This is an optimization exercise on Yosys and OpenROAD, whose aim is small area, not a production implementation. Only simulation tests tie the RTL to the original design; equivalence was not proved. No activity file was given, so power comes from the tool's default toggle rates.

// processor
module processor
(
	input wire clk_i,
	input wire rst_i,
	input wire stall_i,
	output wire [31:0] addr_o,
	input wire [31:0] data_i,
	output wire [31:0] data_o,
	output wire [3:0] data_w_o,
	output wire [2:0] data_mode_o,
	input wire [7:0] extio_in,
	output wire [7:0] extio_out
);
clock: 12.0 ns
lec_check: 0
cap_margin: 20
core_margin: 2
core_utilization: 45
slew_margin: 20
synth_hierarchical: 1
standard.sh (not shown) runs the stock make flow with config.mk's settings and CLKGATE_MAP_FILE= SYNTH_SCRIPT=/design/flow/synth_recipe.tcl, a recipe that flattens the netlist after the stock synthesis.
==> flow/flow/run.sh <==
#!/bin/bash
# Own flow: the standard layout (standard.sh) with these changes:
#  - synthesis maps with an area-leaning ABC script (flow/abc_area_relaxed.script)
#    through flow/my_abc_synth.tcl, which is synth_recipe.tcl with the abc call
#    redirected (same registers, flattening and renaming);
#  - every port still gets a buffer, a sky130_fd_sc_hd__buf_1;
#  - clock tree built from clkbuf_8 in clusters of up to 12 sinks, without dummy loads;
set -euo pipefail
W=$(pwd)
bash standard.sh finish \
  SYNTH_SCRIPT="$W/flow/my_abc_synth.tcl" \
  "BUFFER_PORTS_ARGS=-buffer_cell sky130_fd_sc_hd__buf_1" \
  "CTS_ARGS=-sink_clustering_enable -repair_clock_nets -buf_list sky130_fd_sc_hd__clkbuf_8 -sink_clustering_size 12 -sink_clustering_max_diameter 80 -dont_use_dummy_load" \
  > "$W/standard_flow.log" 2>&1
test -f "$W/out/final.def"
==> flow/flow/abc_area_relaxed.script <==
&get -n
&st
&dch
&nf -R 1000 -p
&put
topo
stime -c
==> flow/flow/my_abc_synth.tcl <==
proc synth {args} { yosys synth -nofsm -noshare {*}$args }
# map with an area-leaning ABC script in place of ORFS's speed script
set ::my_abc_script [file join [file dirname [file normalize [info script]]] abc_area_relaxed.script]
proc abc {args} {
  set i [lsearch -exact $args -script]
  if {$i >= 0} { lset args [expr {$i + 1}] $::my_abc_script }
  yosys abc {*}$args
}
source $::env(SCRIPTS_DIR)/synth.tcl
# left out here: clear keep_hierarchy, flatten, clean up, hide names made inside functions, write 1_2_yosys.v
The starting point produced a clean layout.
Then changed:
==> flow/flow/abc_area_relaxed.script (replaced) <==
&get -n
&st
&dch
&nf -R 1000 -p
&put
buffer -c
topo
stime -c
upsize -c
dnsize -c
Effect: The changed run completed with no timing, DRC or antenna violations; hold slack gets worse by 45 ps; power is lower by 1.1%; synthesized area rose by 5.2%; routed wire length came out lower by 6.0%; setup slack improves by 670 ps; count of clock-buffer cells in the layout goes down by 1; maximum frequency goes up by 6.2%; sequential share of layout area falls by 0.38 points; global-route usage falls by 3.9 points; combinational power goes down by about 2%.
Then changed:
==> flow/flow/run.sh (replaced) <==
#!/bin/bash
# Own flow: the standard layout (standard.sh) with these changes:
#  - synthesis maps with an area-leaning ABC script (flow/abc_area_relaxed.script)
#    through flow/my_abc_synth.tcl, which is synth_recipe.tcl with the abc call
#    redirected (same registers, flattening and renaming);
#  - every port still gets a buffer, a sky130_fd_sc_hd__buf_1;
#  - clock tree built from clkbuf_8 in clusters of up to 14 sinks, without dummy loads;
set -euo pipefail
W=$(pwd)
bash standard.sh finish \
  SYNTH_SCRIPT="$W/flow/my_abc_synth.tcl" \
  "BUFFER_PORTS_ARGS=-buffer_cell sky130_fd_sc_hd__buf_1" \
  "CTS_ARGS=-sink_clustering_enable -repair_clock_nets -buf_list sky130_fd_sc_hd__clkbuf_8 -sink_clustering_size 14 -sink_clustering_max_diameter 90 -dont_use_dummy_load" \
  > "$W/standard_flow.log" 2>&1
test -f "$W/out/final.def"
==> flow/flow/abc_area_relaxed.script (replaced) <==
&get -n
&st
&dch
&nf -R 1000 -p
&put
topo
stime -c
--- a/flow/config.mk
+++ b/flow/config.mk
@@ -8,5 +8,5 @@
 export CAP_MARGIN = 20
 export CORE_MARGIN = 2
-export CORE_UTILIZATION = 45
+export CORE_UTILIZATION = 50
 export SLEW_MARGIN = 20
 export SYNTH_HIERARCHICAL = 1
After rerunning:
- power drops slightly
- first-iteration DRC count climbs by about a fifth
- maximum frequency drops by a few percent
- synthesized area drops by a few percent
- sequential share of layout area climbs by 0.74 points
- non-clock buffer count climbs by 11
- global-route usage climbs by 6.3 points
- clock power drops by roughly a tenth
- wire length climbs by a few percent
Then changed:
==> flow/flow/run.sh (replaced) <==
#!/bin/bash
# Own flow: the standard layout (standard.sh) with these changes:
#  - synthesis maps with an area-leaning ABC script (flow/abc_area_relaxed.script)
#    through flow/my_abc_synth.tcl, which is synth_recipe.tcl with the abc call
#    redirected (same registers, flattening and renaming);
#  - every port still gets a buffer, a sky130_fd_sc_hd__buf_1;
#  - clock tree built from clkbuf_8 without dummy loads;
set -euo pipefail
W=$(pwd)
bash standard.sh finish \
  SYNTH_SCRIPT="$W/flow/my_abc_synth.tcl" \
  "BUFFER_PORTS_ARGS=-buffer_cell sky130_fd_sc_hd__buf_1" \
  "CTS_ARGS=-sink_clustering_enable -repair_clock_nets -buf_list sky130_fd_sc_hd__clkbuf_8 -dont_use_dummy_load" \
  > "$W/standard_flow.log" 2>&1
test -f "$W/out/final.def"
--- a/flow/config.mk
+++ b/flow/config.mk
@@ -8,5 +8,5 @@
 export CAP_MARGIN = 20
 export CORE_MARGIN = 2
-export CORE_UTILIZATION = 50
+export CORE_UTILIZATION = 45
 export SLEW_MARGIN = 20
 export SYNTH_HIERARCHICAL = 1
After rerunning: Non-clock buffer count came out higher by 5; combinational power came out higher by about 2%; area after synthesis stays the same; critical path depth does not change; synthesized cell count does not change; total power came out higher by 8.8%.

==> port drivers added, routing unchanged <==
In the flow no input, the clock included, has a driving cell. The finished layouts below were timed again as built, in two steps.
Step 1 (the two cells are an assumption about what drives the block):
set clk [get_ports {clk_i}]
set_driving_cell -lib_cell sky130_fd_sc_hd__clkbuf_16 $clk
set_driving_cell -lib_cell sky130_fd_sc_hd__buf_2 [delete_from_list [all_inputs] $clk]
Step 2 also shifts input and output timing later by t, the mid clock arrival at the registers, as if the neighbouring blocks saw the same clock.
Slacks: no drivers / after step 1 / after step 2; pairs: no drivers / after step 1.
| run | t, ns | setup WS [ns] | worst setup path after step 2 | worst data-port slew with drivers (ns) |
|---|---|---|---|---|
| the first run | 0.771 | 0.452 / 0.386 / 1.157 | register to output | 0.04 |
| the second run | 0.744 | 1.127 / 1.063 / 1.808 | register to output | 0.05 |
| the third run | 0.791 | 0.846 / 0.787 / 1.578 | register to output | 0.03 |
| the fourth run | 0.826 | 0.467 / 0.409 / 1.234 | register to output | 0.04 |
After both steps every run listed still meets setup and hold.
